This design comes from an exercise in tuning for a short achievable clock period and few clock cycles on the open sky130 flow, not from production work. Only simulation tests tie the RTL to the original design; equivalence was not proved. Power is estimated from default activity; no workload was simulated.

==> flow/design.v <==
module top (
    input         clk,
    input         reset,
    output [31:0] PC,
    input  [31:0] Instr,
    output        MemWrite,
    output [31:0] DataAdr,
    output [31:0] WriteData,
    input  [31:0] ReadData
);
    reg  [31:0] pc_f;
    reg         v_d;
    reg  [31:0] ir_d;
    reg  [31:0] pc8_d, pc4_d;
    reg  [15:0] sela_d, selb_d;      
    reg         pred_d;
    reg         v_e;
    reg  [31:0] a_e, b_e, sd_e;
    reg  [31:0] pc4_e;
    reg  [3:0]  cond_e;
    reg  [3:0]  rd_e;
    reg         dp_e, ld_e, st_e, br_e, s_e, pred_e;
    reg         ctl_e;               
    reg  [31:0] btgt_e;              
    reg  [1:0]  aluc_e;
    reg         add_e, sub_e, and_e, orr_e;    
    reg         rdm;                 
    reg         fN, fZ, fC, fV;
    reg         mw_m, ld_m, wr_m;
    reg  [3:0]  rd_m;
    reg  [31:0] adr_m, wd_m;
    reg  [32*15-1:0] rf;              
    assign PC        = pc_f;
    assign MemWrite  = mw_m;
    assign DataAdr   = adr_m;
    assign WriteData = wd_m;
    function [64:0] ks32;
        input [31:0] a, b;
        input        ci;
        reg   [31:0] g, p, gn, pn, c;
        integer k, i;
        begin
            p = a ^ b;
            g = a & b;
            g[0] = g[0] | (p[0] & ci);
            for (k = 1; k < 32; k = k * 2) begin
                for (i = 0; i < 32; i = i + 1) begin
                    if (i >= k) begin
                        gn[i] = g[i] | (p[i] & g[i-k]);
                        pn[i] = p[i] & p[i-k];
                    end else begin
                        gn[i] = g[i];
                        pn[i] = p[i];
                    end
                end
                g = gn;
                p = pn;
            end
            c = {g[30:0], ci};
            ks32 = {g[31], c, a ^ b ^ c};
        end
    endfunction
    function [16:0] ks8;
        input [7:0] a, b;
        input       ci;
        reg   [7:0] g, p, gn, pn, c;
        integer k, i;
        begin
            p = a ^ b;
            g = a & b;
            g[0] = g[0] | (p[0] & ci);
            for (k = 1; k < 8; k = k * 2) begin
                for (i = 0; i < 8; i = i + 1) begin
                    if (i >= k) begin
                        gn[i] = g[i] | (p[i] & g[i-k]);
                        pn[i] = p[i] & p[i-k];
                    end else begin
                        gn[i] = g[i];
                        pn[i] = p[i];
                    end
                end
                g = gn;
                p = pn;
            end
            c = {g[6:0], ci};
            ks8 = {g[7], c, a ^ b ^ c};
        end
    endfunction
    reg condex;
    always @(*) begin
        case (cond_e)
            4'b0000: condex = fZ;
            4'b0001: condex = ~fZ;
            4'b0010: condex = fC;
            4'b0011: condex = ~fC;
            4'b0100: condex = fN;
            4'b0101: condex = ~fN;
            4'b0110: condex = fV;
            4'b0111: condex = ~fV;
            4'b1000: condex = fC & ~fZ;
            4'b1001: condex = ~fC | fZ;
            4'b1010: condex = ~(fN ^ fV);
            4'b1011: condex = fN ^ fV;
            4'b1100: condex = ~fZ & ~(fN ^ fV);
            4'b1101: condex = fZ | (fN ^ fV);
            default: condex = 1'b1;
        endcase
    end
    wire go_e = v_e & condex;
    wire [31:0] sum_e, dif_e;
    wire        co_s, co_d;
    wire [31:0] cs_unused, cd_unused;
    assign {co_s, cs_unused, sum_e} = ks32(a_e, b_e, 1'b0);
    assign {co_d, cd_unused, dif_e} = ks32(a_e, ~b_e, 1'b1);
    wire [31:0] lg_e  = ({32{and_e}} & (a_e & b_e)) | ({32{orr_e}} & (a_e | b_e));
    wire [31:0] res_e = ({32{add_e}} & sum_e) | ({32{sub_e}} & dif_e) | lg_e;
    wire co_e = aluc_e[0] ? co_d : co_s;
    wire rN = res_e[31];
    wire [31:0] bz   = b_e ^ {32{sub_e}};
    wire [31:0] kz   = {a_e[30:0] | bz[30:0], sub_e};
    wire        z_as = &((a_e ^ bz) ~^ kz);
    wire rZ = aluc_e[1] ? (aluc_e[0] ? ~|(a_e | b_e) : ~|(a_e & b_e)) : z_as;
    wire rC = ~aluc_e[1] & (co_e ^ sub_e);
    wire rV = ~(a_e[31] ^ b_e[31] ^ aluc_e[0]) & (a_e[31] ^ res_e[31]) & ~aluc_e[1];
    wire pcw_e    = dp_e & (rd_e == 4'd15);
    wire taken_e  = go_e & (br_e | pcw_e);
    wire redirect = v_e & (ctl_e ? (taken_e ^ pred_e) : taken_e);
    wire redir_e  = redirect & ctl_e;
    wire redir_m  = redirect & ~ctl_e;
    wire wf_e     = go_e & dp_e & s_e;                  
    wire wr_e     = go_e & ((dp_e & ~pcw_e) | ld_e);    
    wire [3:0] cond_d = ir_d[31:28];
    wire [1:0] op_d   = ir_d[27:26];
    wire       i_d    = ir_d[25];
    wire [3:0] cmd_d  = ir_d[24:21];
    wire       s_d    = ir_d[20];
    wire [3:0] rn_d   = ir_d[19:16];
    wire [3:0] rd_d   = ir_d[15:12];
    wire [3:0] rm_d   = ir_d[3:0];
    wire dp_d = (op_d == 2'b00);
    wire mem_d = (op_d == 2'b01);
    wire br_d = (op_d == 2'b10);
    wire ld_d = mem_d & s_d;
    wire st_d = mem_d & ~s_d;
    reg [1:0] aluc_d;
    always @(*) begin
        if (dp_d) begin
            case (cmd_d)
                4'b0100: aluc_d = 2'b00;
                4'b0010: aluc_d = 2'b01;
                4'b0000: aluc_d = 2'b10;
                4'b1100: aluc_d = 2'b11;
                default: aluc_d = 2'b00;
            endcase
        end else
            aluc_d = 2'b00;
    end
    wire [3:0] ra2_d = st_d ? rd_d : rm_d;
    wire use_a = dp_d | mem_d;
    wire use_b = (dp_d & ~i_d) | st_d;
    wire stall = v_d & v_e & ld_e &
                 ((use_a & rn_d == rd_e) | (use_b & ra2_d == rd_e));
    wire [31:0] m_val = ld_m ? ReadData : adr_m;
    wire fa_e = wr_e & (rn_d == rd_e);
    wire fb_e = wr_e & (ra2_d == rd_e);
    wire fa_m = wr_m & (rn_d == rd_m);
    wire fb_m = wr_m & (ra2_d == rd_m);
    reg  [31:0] rfa, rfb;
    integer j;
    always @(*) begin
        rfa = {32{sela_d[15]}} & pc8_d;
        rfb = {32{selb_d[15]}} & pc8_d;
        for (j = 0; j < 15; j = j + 1) begin
            rfa = rfa | ({32{sela_d[j]}} & rf[32*j +: 32]);
            rfb = rfb | ({32{selb_d[j]}} & rf[32*j +: 32]);
        end
    end
    wire [31:0] rfa_m = fa_m ? m_val : rfa;
    wire [31:0] rfb_m = fb_m ? m_val : rfb;
    wire addpc_d = dp_d & i_d & (cmd_d == 4'b0100) & (rn_d == 4'd15) & (rd_d == 4'd15);
    wire ctl_d   = br_d | addpc_d;
    wire zd      = wf_e ? rZ : fZ;
    reg  condex_d;
    always @(*) begin
        case (cond_d)
            4'b0000: condex_d = zd;
            4'b0001: condex_d = ~zd;
            4'b0010: condex_d = fC;
            4'b0011: condex_d = ~fC;
            4'b0100: condex_d = fN;
            4'b0101: condex_d = ~fN;
            4'b0110: condex_d = fV;
            4'b0111: condex_d = ~fV;
            4'b1000: condex_d = fC & ~fZ;
            4'b1001: condex_d = ~fC | fZ;
            4'b1010: condex_d = ~(fN ^ fV);
            4'b1011: condex_d = fN ^ fV;
            4'b1100: condex_d = ~fZ & ~(fN ^ fV);
            4'b1101: condex_d = fZ | (fN ^ fV);
            default: condex_d = 1'b1;
        endcase
    end
    wire known_d  = ~wf_e | (cond_d[3:1] == 3'b000) | (cond_d == 4'b1110);
    wire redir_d  = v_d & ctl_d & known_d & (condex_d ^ pred_d) & ~redirect & ~rdm;
    wire [31:0] off_d  = br_d ? {{6{ir_d[23]}}, ir_d[23:0], 2'b00} : {24'd0, ir_d[7:0]};
    wire [31:0] btgt_d;
    wire        btgt_co;
    wire [31:0] cbt_unused;
    assign {btgt_co, cbt_unused, btgt_d} = ks32(pc8_d, off_d, 1'b0);
    wire [31:0] d_target = condex_d ? btgt_d : pc4_d;
    wire [31:0] imm_d = br_d ? {{6{ir_d[23]}}, ir_d[23:0], 2'b00} :
                        mem_d ? {20'd0, ir_d[11:0]} : {24'd0, ir_d[7:0]};
    wire a_is_pc = br_d;
    wire b_is_imm = br_d | mem_d | i_d;
    wire [31:0] a_pre  = a_is_pc ? pc8_d : rfa_m;
    wire [31:0] b_pre  = b_is_imm ? imm_d : rfb_m;
    wire        wf_d   = v_d & dp_d & s_d;
    wire        zd_ok  = wf_d & i_d & (cmd_d == 4'b0010) & ~sela_d[15] & ~fa_e & ~fa_m;
    wire        zd_pre = (rfa == {24'd0, ir_d[7:0]});
    wire        fa_x = fa_e & ~a_is_pc;
    wire        fb_x = fb_e & ~b_is_imm;
    wire [31:0] a_next  = fa_x ? res_e : a_pre;
    wire [31:0] b_next  = fb_x ? res_e : b_pre;
    wire [31:0] sd_next = fb_e ? res_e : rfb_m;
    wire [31:2] pcp4_u = pc_f[31:2] + 30'd1;
    wire [31:3] pcp8_u = pc_f[31:3] + 29'd1;
    wire [21:0] hi0  = pcp8_u[31:10];
    wire [21:0] hi_p = hi0 + 22'd1;
    wire [21:0] hi_m = hi0 - 22'd1;
    wire [3:0] f_cond  = Instr[31:28];
    wire       f_br    = (Instr[27:26] == 2'b10);
    wire       f_addpc = (Instr[27:21] == 7'b0010100) &&
                         (Instr[19:16] == 4'd15) && (Instr[15:12] == 4'd15);
    wire       f_short = (Instr[23:8] == 16'h0000) || (Instr[23:8] == 16'hFFFF);
    wire [7:0] pb = {pcp8_u[9:3], pc_f[2]} ^ Instr[7:0];
    wire [7:0] pa = {pcp8_u[7:3], pc_f[2:0]} ^ Instr[7:0];
    wire [7:0] sb_unused, sa_unused, cbv, cav;
    wire       c_b, c_a8;
    assign {c_b, cbv, sb_unused}  = ks8({pcp8_u[9:3], pc_f[2]}, Instr[7:0], 1'b0);
    assign {c_a8, cav, sa_unused} = ks8({pcp8_u[7:3], pc_f[2:0]}, Instr[7:0], 1'b0);
    wire       c_a  = c_a8 & pcp8_u[9] & pcp8_u[8];
    wire [1:0] inc2 = pcp8_u[9:8] + 2'd1;
    wire [21:0] hb1 = Instr[23] ? hi0  : hi_p;      
    wire [21:0] hb0 = Instr[23] ? hi_m : hi0;       
    wire [31:0] t1b = {hb1, ~pb, pc_f[1:0]};
    wire [31:0] t0b = {hb0,  pb, pc_f[1:0]};
    wire [31:0] t1a = {hi_p, inc2, ~pa};
    wire [31:0] t0a = {hi0, pcp8_u[9:8], pa};
    wire [31:0] cyb = {{22{c_b}}, cbv, 2'b00};
    wire [31:0] cya = {{22{c_a}}, {2{c_a8}}, cav};
    wire pZ  = wf_e ? rZ : fZ;
    wire fNV = fN ^ fV;
    wire [15:0] cv  = {1'b1, 1'b1, pZ | fNV, ~pZ & ~fNV, fNV, ~fNV, ~fC | pZ, fC & ~pZ,
                       ~fV, fV, ~fN, fN, ~fC, fC, ~pZ, pZ};
    wire [15:0] cv1 = {1'b1, 1'b1, 1'b1, 1'b0, fNV, ~fNV, 1'b1, 1'b0,
                       ~fV, fV, ~fN, fN, ~fC, fC, 1'b0, 1'b1};
    wire [15:0] cv0 = {1'b1, 1'b1, fNV, ~fNV, fNV, ~fNV, ~fC, fC,
                       ~fV, fV, ~fN, fN, ~fC, fC, 1'b1, 1'b0};
    wire f_ctl  = f_br & f_short | f_addpc;
    wire f_ps   = f_ctl & cv[f_cond];
    wire f_p1   = f_ctl & cv1[f_cond];
    wire f_p0   = f_ctl & cv0[f_cond];
    wire f_pred = zd_ok ? (zd_pre ? f_p1 : f_p0) : f_ps;
    wire [31:0] t1f  = f_br ? t1b : t1a;
    wire [31:0] t0f  = f_br ? t0b : t0a;
    wire [31:0] cyf  = f_br ? cyb : cya;
    wire [31:0] e_target = taken_e ? btgt_e : pc4_e;
    wire [31:0] pc_hold  = rdm ? adr_m : (redir_e ? e_target : (redir_d ? d_target : pc_f));
    wire        hold     = rdm | redirect | redir_d | stall;
    wire [31:0] pc_z     = hold ? pc_hold : {pcp4_u, pc_f[1:0]};
    wire        f_take   = f_pred & ~hold;
    wire [31:0] pc_y1    = f_take ? t1f : pc_z;
    wire [31:0] pc_y0    = f_take ? t0f : pc_z;
    wire [31:0] pc_next  = (cyf & pc_y1) | (~cyf & pc_y0);
    always @(posedge clk or posedge reset) begin
        if (reset) begin
            pc_f <= 32'd0;
            v_d  <= 1'b0;
            v_e  <= 1'b0;
            fN <= 1'b0; fZ <= 1'b0; fC <= 1'b0; fV <= 1'b0;
            mw_m <= 1'b0;
            ld_m <= 1'b0;
            rdm  <= 1'b0;
            wr_m <= 1'b0;
        end else begin
            pc_f <= pc_next;
            if (rdm | redirect | redir_d) v_d <= 1'b0;
            else if (!stall) v_d <= 1'b1;
            v_e  <= v_d & ~stall & ~redirect;
            if (go_e & dp_e & s_e) begin fN <= rN; fZ <= rZ; end
            if (go_e & dp_e & s_e & ~aluc_e[1]) begin fC <= rC; fV <= rV; end
            rdm  <= redir_m;
            mw_m <= go_e & st_e;
            ld_m <= go_e & ld_e;
            wr_m <= wr_e;
        end
    end
    always @(posedge clk) begin
        if (!stall) begin
            ir_d   <= Instr;
            pc8_d  <= {pcp8_u, pc_f[2:0]};
            pc4_d  <= {pcp4_u, pc_f[1:0]};
            pred_d <= f_pred;
            sela_d <= 16'd1 << Instr[19:16];
            selb_d <= 16'd1 << ((Instr[27:26] == 2'b01 && !Instr[20]) ? Instr[15:12] : Instr[3:0]);
        end
        a_e    <= a_next;
        b_e    <= b_next;
        sd_e   <= sd_next;
        pc4_e  <= pc4_d;
        cond_e <= cond_d;
        rd_e   <= rd_d;
        dp_e   <= dp_d;
        ld_e   <= ld_d;
        st_e   <= st_d;
        br_e   <= br_d;
        s_e    <= s_d;
        pred_e <= pred_d ^ redir_d;
        aluc_e <= aluc_d;
        add_e  <= (aluc_d == 2'b00);
        sub_e  <= (aluc_d == 2'b01);
        and_e  <= (aluc_d == 2'b10);
        orr_e  <= (aluc_d == 2'b11);
        ctl_e  <= ctl_d;
        btgt_e <= btgt_d;
        rd_m   <= rd_e;
        adr_m  <= res_e;
        wd_m   <= sd_e;
        for (j = 0; j < 15; j = j + 1)
            if (wr_m && rd_m == j) rf[32*j +: 32] <= m_val;
    end
endmodule
==> flow/flow/run.sh <==
#!/bin/bash
# Own flow: the standard layout (standard.sh) with these changes.
#  - Synthesis maps with a mapping-only ABC script (flow/abc_map.script) and
#    without the full/half adder cells, so the RTL's parallel-prefix adders
#    keep their depth. Registers are untouched by both changes.
#  - The standard synthesis runs first; its netlist gives the names of the
#    few registers that synthesis leaves unnamed (see flow/fast_synth.tcl).
set -uo pipefail
HERE=$(pwd)
MARGIN=${MARGIN:-7.6}
RES=orfs/results/${FLOW_PLATFORM:-sky130hd}/top/base
bash standard.sh synth > std_synth.log 2>&1 || { tail -20 std_synth.log; exit 1; }
cp $RES/1_2_yosys.v std_netlist.v
rm -rf orfs
export FAST_ABC_SCRIPT=$HERE/flow/abc_map.script
export STD_NETLIST=$HERE/std_netlist.v
bash standard.sh SYNTH_SCRIPT=$HERE/flow/fast_synth.tcl ADDER_MAP_FILE= \
    SETUP_SLACK_MARGIN=$MARGIN finish > run_make.log 2>&1
st=$?
tail -20 run_make.log
exit $st
==> flow/flow/abc_map.script <==
strash
dch
map -D 1000
topo
buffer -p
upsize -D 1000
dnsize -D 1000
==> flow/flow/fast_synth.tcl <==
# The standard flow's synthesis script (synth_recipe.tcl), with two changes:
#  - ABC runs a mapping-only script (abc_map.script) that keeps the depth of
#    the RTL's parallel-prefix adders;
#  - a register that synthesis leaves without a name of its own (named
#    _NNN_) is given the name the standard synthesis gave the register that
#    drives the same net, read from $STD_NETLIST, so that the two pair.
proc synth {args} { yosys synth -nofsm -noshare {*}$args }
proc abc {args} {
  set i [lsearch -exact $args -script]
  if {$i >= 0} { lset args [expr {$i + 1}] $::env(FAST_ABC_SCRIPT) }
  yosys abc {*}$args
}
source $::env(SCRIPTS_DIR)/synth.tcl
# left out here: clear keep_hierarchy, flatten, clean up, hide names made inside functions, write 1_2_yosys.v

proc flop_q_map {txt} {
  # auto-named flip-flops: Q net -> instance name
  set m [dict create]
  foreach {all cell inst body} [regexp -all -inline {(sky130_fd_sc_hd__e?df\w*)\s+(\S+)\s*\(([^;]*)\);} $txt] {
    if {[regexp {^_[0-9]+_$} $inst] && [regexp {\.Q\(\s*([^)]*?)\s*\)} $body -> q]} {
      dict set m $q $inst
    }
  }
  return $m
}
if {[info exists ::env(STD_NETLIST)] && [file exists $::env(STD_NETLIST)]} {
  set f [open $::env(STD_NETLIST) r]; set std [read $f]; close $f
  set out $::env(RESULTS_DIR)/1_2_yosys.v
  set f [open $out r]; set txt [read $f]; close $f
  set stdm [flop_q_map $std]
  set mine [flop_q_map $txt]
  dict for {q inst} $mine {
    if {![dict exists $stdm $q]} { puts "fast_synth: no standard name for $inst (Q $q)"; continue }
    set want [dict get $stdm $q]
    if {$want eq $inst} continue
    # move any cell already holding that name out of the way
    if {[regexp "\\s${want}\\s*\\(" $txt]} {
      set n 0
      while {[regexp "\\s${want}x${n}\\s*\\(" $txt]} { incr n }
      regsub -all "(\\s)${want}(\\s*\\()" $txt "\\1${want}x${n}\\2" txt
    }
    regsub -all "(\\s)${inst}(\\s*\\()" $txt "\\1${want}\\2" txt
    puts "fast_synth: renamed $inst to $want (Q $q)"
  }
  set f [open $out w]; puts -nonewline $f $txt; close $f
}
==> flow/standard.sh <==
#!/bin/bash
# synth_recipe.tcl (not shown) runs the flow's synth.tcl, then flattens the netlist and writes it again
# the make line also repeats each setting of config.mk as NAME=value (left out here)
make -C /OpenROAD-flow-scripts/flow DESIGN_CONFIG=/design/flow/config.mk WORK_HOME=/design/flow/orfs CLKGATE_MAP_FILE= SYNTH_SCRIPT=/design/flow/synth_recipe.tcl "${@:-finish}"
==> flow/config.mk <==
export PLATFORM = sky130hd
export DESIGN_NAME = top
export DESIGN_NICKNAME = top
export VERILOG_FILES = /design/flow/design.v
export SDC_FILE = /design/flow/constraint.sdc
export NUM_CORES = 4
export LEC_CHECK = 0
export ABC_CLOCK_PERIOD_IN_PS = 1000
export CAP_MARGIN = 20
export CORE_MARGIN = 2
export CORE_UTILIZATION = 40
export PLACE_DENSITY = 0.6
export SETUP_SLACK_MARGIN = 5
export SLEW_MARGIN = 20
==> flow/constraint.sdc <==
create_clock -name core_clock -period 11.0 [get_ports {clk}]
set_input_delay 2.2000 -clock core_clock [delete_from_list [all_inputs] [get_ports {clk}]]
set_output_delay 2.2000 -clock core_clock [all_outputs]
set_load 0.01 [all_outputs]
==> summary.txt <==
==> cell usage in the layout, fill, tap and decap left out, drive strengths merged, types with 11 or more instances in the layout <==
| master | instances |
|---|---|
| xor2 | 64 |
| a31oi | 32 |
| clkinvlp | 15 |
| o22ai | 19 |
| a221oi | 73 |
| nand3b | 15 |
| clkbuf | 156 |
| bufbuf | 11 |
| dfxtp | 249 |
| o21ai | 345 |
| buf | 462 |
| a21oi | 284 |
| o31ai | 25 |
| clkdlybuf4s50 | 44 |
| nor3 | 75 |
| mux2i | 20 |
| edfxtp | 607 |
| o21a | 16 |
| nand4 | 186 |
| nand3 | 275 |
| clkinv | 45 |
| o2111ai | 24 |
| o211ai | 59 |
| a22oi | 293 |
| nand2 | 1145 |
| nor2 | 580 |
| and2 | 18 |
| a211oi | 22 |
| nor4 | 44 |
| inv | 554 |
| or2 | 26 |
| dfrtp | 42 |
| o221ai | 69 |
==> layer usage <==
layer	vias up	wire length, um
met5	-	26
met4	4	21190
met3	953	38380
met2	4245	104200
met1	23780	97900
li1	20660	-
==> critical path, cell delays in order, from the launching register on <==
cell and delay, ns:
edfxtp_1 0.41, buf_12 0.17, buf_12 0.16, buf_6 0.12
nand2_1 0.04, nand4_1 0.16, nor3_4 0.39, nand4_1 0.26
nor2_2 0.19, nand3_2 0.15, nor2_4 0.27, nand3b_1 0.13
buf_6 0.15, a21oi_2 0.15, o211ai_1 0.23, buf_4 0.24
nand3_4 0.07, nand3_4 0.18, clkbuf_16 0.24, nand3_1 0.07
o211ai_1 0.09
==> worst paths after layout <==
path	slack, ns	to	depth (start not counted)	from
min	0.32	wd_m[23]	0	sd_e[23]
max	6.96	pc_f[16]	20	sela_d[10]
min reg2reg	0.32	wd_m[23]	0	sd_e[23]
max reg2reg	6.96	pc_f[16]	20	sela_d[10]
min in group asynchronous	2.01	pc_f[27]	3	reset
max in group asynchronous	8.42	ld_m	3	reset
==> cells in the mapped netlist, types with 8 or more instances <==
| cell type | n |
|---|---|
| dfrtp_1 | 42 |
| o221ai_2 | 10 |
| a221oi_1 | 73 |
| o21bai_1 | 9 |
| mux2i_1 | 20 |
| buf_2 | 29 |
| o31ai_1 | 24 |
| nand3_1 | 268 |
| nor4_1 | 43 |
| o22ai_1 | 19 |
| nand3b_1 | 15 |
| o22a_1 | 10 |
| o211ai_1 | 58 |
| and2_1 | 14 |
| nand2_1 | 1140 |
| or2_2 | 23 |
| a22oi_1 | 293 |
| inv_1 | 552 |
| xnor2_1 | 9 |
| nor2_2 | 8 |
| nor2_1 | 570 |
| edfxtp_1 | 607 |
| a32oi_1 | 10 |
| o2111ai_1 | 22 |
| a211oi_1 | 22 |
| o221ai_1 | 59 |
| o21ai_1 | 21 |
| a41oi_1 | 8 |
| dfxtp_1 | 249 |
| xor2_1 | 64 |
| o21ai_0 | 324 |
| o21a_1 | 16 |
| clkbuf_1 | 172 |
| nor3_1 | 73 |
| a31oi_1 | 30 |
| a21oi_1 | 284 |
| nand4_1 | 185 |
==> through the flow <==
| step | setup WS, ns | hold slack [ns] | utilization, % |
|---|---|---|---|
| floorplan | 6.421 | 0.3096 | - |
| global placement | 4.989 | 0.3106 | 43.46 |
| detailed placement | 4.884 | 0.3121 | 43.47 |
| CTS | 7.005 | 0.3243 | 49.13 |
| global route | 6.963 | 0.3250 | 51.32 |
| finish | 6.960 | 0.3242 | 51.33 |
==> where the power goes <==
part	total [mW]	internal, mW	switching (mW)
clock	3.46	1.98	1.48
combinational	5.92	1.76	4.15
sequential	5.09	4.44	0.646
total	14.5	8.18	6.28
==> logic make-up after synthesis <==
logic type | Yosys count | share of synthesized area, %
and+or+nand+nor | 2377 | 21.61
DFF | 898 | 51.09
muxes | 24 | 0.5164
AOI/OAI and AO/OA | 1362 | 19.05
xor gates and xnor gates | 73 | 1.346
buffers and inverters | 780 | 6.384
==> sequential cells by signal, indices dropped and copies added, names as in the netlist, 2 cells and up, named ones only <==
signal / cells
a_e: 32
adr_m: 32
aluc_e: 2
b_e: 32
btgt_e: 32
cond_e: 4
ir_d: 32
pc4_d: 32
pc4_e: 32
pc8_d: 30
pc_f: 31
rd_e: 4
rd_m: 4
rf: 480
sd_e: 32
sela_d: 16
selb_d: 16
wd_m: 32
==> layout make-up <==
class	instances	area (um^2)	area share, %
diodes	5	12.51	0.02067
clock buffers	123	2734	4.517
clock inverters	59	620.6	1.025
inverters	562	2160	3.568
multi-input cells	3843	22740	37.57
flip-flops and latches	898	24480	40.44
well taps	1536	1922	3.175
repair buffers	556	5847	9.660
repair inverters	2	15.01	0.02481
==> what timing repair did <==
action                                  in CTS  in global routing
pin swaps                                   49                 73
endpoints found under the setup margin     412                325
resized for setup                          959                379
hold buffers                                 0                  0
setup buffers                              151                100
cloned                                      23                 20
==> load_flow_metrics.sql <==
INSERT INTO impl_metrics (metric_group, metric, value, unit) VALUES
('grt', 'antenna_found_initial', '7', ''),
('finish', 'final_cell_count_no_fill', '7584', ''),
('place', 'numPortBuffers', '162', ''),
('timing', 'slew_at_the_pin_with_the_worst_max_slew_slack', '1.304', 'ns'),
('route', 'drtIter0Drc', '9114', ''),
('timing', 'final_report_setup_violation_count', '0', ''),
('place', 'placement.cell_area', '51260', 'um^2'),
('hold_path', 'worst_hold_path_type', 'reg -> reg', ''),
('die', 'die_height', '348.6', 'um'),
('critical_path', 'required', '11.59', 'ns'),
('synth', 'number_of_distinct_library_cell_variants_in_the_gate_level_netlist_after_synthesis', '85', ''),
('synth', 'synth-warning-count', '1', ''),
('synth', 'fraction_of_synthesized_cell_area_taken_by_the_top_area_cell_type', '38.38', '%'),
('clock_network', 'tritoncts', 'yes', ''),
('synth', 'syn-mean-instance-area', '8.612', 'um^2'),
('route', 'pre_repair_dr_iteration_count', '9', ''),
('synth', 'ys_ff_latch', '898', ''),
('synth', 'netlist_top_cells_area', 'edfxtp_1 38%, dfxtp_1 10%, nand2_1 9.0%, a22oi_1 4.6%, nor2_1 4.5%', ''),
('power_and_ir_drop', 'p_leak', '23.48', 'nW'),
('die', 'rows', '126', ''),
('clock_network', 'clk_transition_reported_paths', '0.06', 'ns'),
('grt', 'overflow_left_after_global_routing', '0', ''),
('synth', 'synth_edf_count', '607', ''),
('critical_path', 'criticalPathCategory', 'reg -> reg', ''),
('clock_network', 'cts-root-buf', 'clkbuf_16', ''),
('place', 'place_hpwl', '174900', 'um'),
('route', 'via_per_inst', '6.546', ''),
('status', 'outcome', 'timing/DRC/antenna clean', ''),
('grt', 'grt_max_degree', '73', ''),
('grt', 'grt_met1_use', '54.32', '%'),
('route', 'drt.antenna.violating_nets', '0', ''),
('critical_path', 'worst-path-max-fanout', '6', ''),
('timing', 'fmaxAchievable', '247.5', 'MHz'),
('grt', 'grt_pass1_vias', '44160', ''),
('power_and_ir_drop', 'fin_total_pwr', '14.46', 'mW'),
('critical_path', 'worst_setup_path_start_kind', 'flip-flop', ''),
('synth', 'synthFlopType', 'edfxtp_1', ''),
('timing', 'grt_setup_unrepaired', 'yes', ''),
('timing', 'post-route-period-util', '36.73', '%'),
('finish', 'syn2layout_area_growth', '27.45', '%'),
('die', 'dieWidth', '348.6', 'um'),
('die', 'start_util', '40.27', '%'),
('clock_network', 'clk-insertion-delay-late', '0.74', 'ns'),
('timing', 'timing.clock.skew', '0.08661', 'ns'),
('die', 'pin_count', '163', ''),
('power_and_ir_drop', 'worst_ir_drop_vdd', '0.1366', 'mV'),
('clock_network', 'tritoncts.num_buffers', '97', ''),
('synth', 'share_of_flip_flops_with_an_asynchronous_set_or_reset_after_synthesis', '4.677', '%'),
('run', 'max_cap_viol_count', '0', ''),
('clock_network', 'clock_path_buffers', '3', ''),
('timing', 'max-slew-margin-rel', '12.79', '%'),
('critical_path', 'cp_capture_type', 'flip-flop', ''),
('grt', 'grtUsageTotal', '40.69', '%'),
('place', 'place_inst', '7103', ''),
('finish', 'nFillCells', '10910', ''),
('grt', 'grt.met2_usage', '57.40', '%'),
('route', 'drt-wirelength-per-cell', '34.51', 'um'),
('finish', 'drive_gt1_share', '21.30', '%'),
('die', 'floorplan.die_area', '121500', 'um^2'),
('grt', 'top_usage_layer', 'met2', ''),
('die', 'core_area', '117900', 'um^2'),
('finish', 'final_net_count', '6026', ''),
('timing', 'fin_tns_setup', '0', 'ns'),
('clock_network', 'count_of_clock_tree_sinks', '898', ''),
('synth', 'netlist_area', '47490', 'um^2'),
('synth', 'synth.net_count', '5580', ''),
('clock_network', 'cts.htree.levels', '3', ''),
('timing', 'maxSlewViolCount', '0', ''),
('critical_path', 'cp_data_arrival_time', '4.63', 'ns'),
('synth', 'synth_seq_area_share', '51.09', '%'),
('grt', 'grt_first_pass_wirelength', '347200', 'um'),
('grt', 'grt.met3_usage', '13.41', '%'),
('timing', 'min_period', '4.040', 'ns'),
('power_and_ir_drop', 'power_density', '238.9', 'nW/um^2'),
('timing', 'timing_hold_violations_final', '0', ''),
('route', 'routed-via-count', '49650', ''),
('route', 'post-route-drc-count', '0', ''),
('synth', 'syn_inst', '5514', ''),
('synth', 'netlist.top_cell.by_area', 'edfxtp_1', ''),
('finish', 'design_area', '60530', 'um^2'),
('place', 'gpl_congestion', '1.110', ''),
('route', 'detail_route.wirelength', '261700', 'um');
Testbench counts, summed over its fixed seeds: cycles 39,860.

-- re-timing with driven ports --
How much do the figures lean on ideal ports? The routed layout below was timed once more, with nothing changed but the port constraints.
Step 1 (the two cells are an assumption about what drives the block):
set clk [get_ports {clk}]
set_driving_cell -lib_cell sky130_fd_sc_hd__clkbuf_16 $clk
set_driving_cell -lib_cell sky130_fd_sc_hd__buf_2 [delete_from_list [all_inputs] $clk]
Step 2 moves the port delays by t, midway between the first and last clock arrival at a register: inputs arrive t later, outputs are due t later. That takes back most of the time a late clock gives input paths.
a / b / c = no drivers / after step 1 / after step 2; a / b = the first two.
shift t [ns]: 0.772
slack for setup (ns): 6.960 / 6.960 / 6.234
worst setup path after step 2: input to register
After both steps setup and hold are still met in this run. The setup slack of this run moves by 0.000 ns with the drivers and by -0.726 ns with both steps.
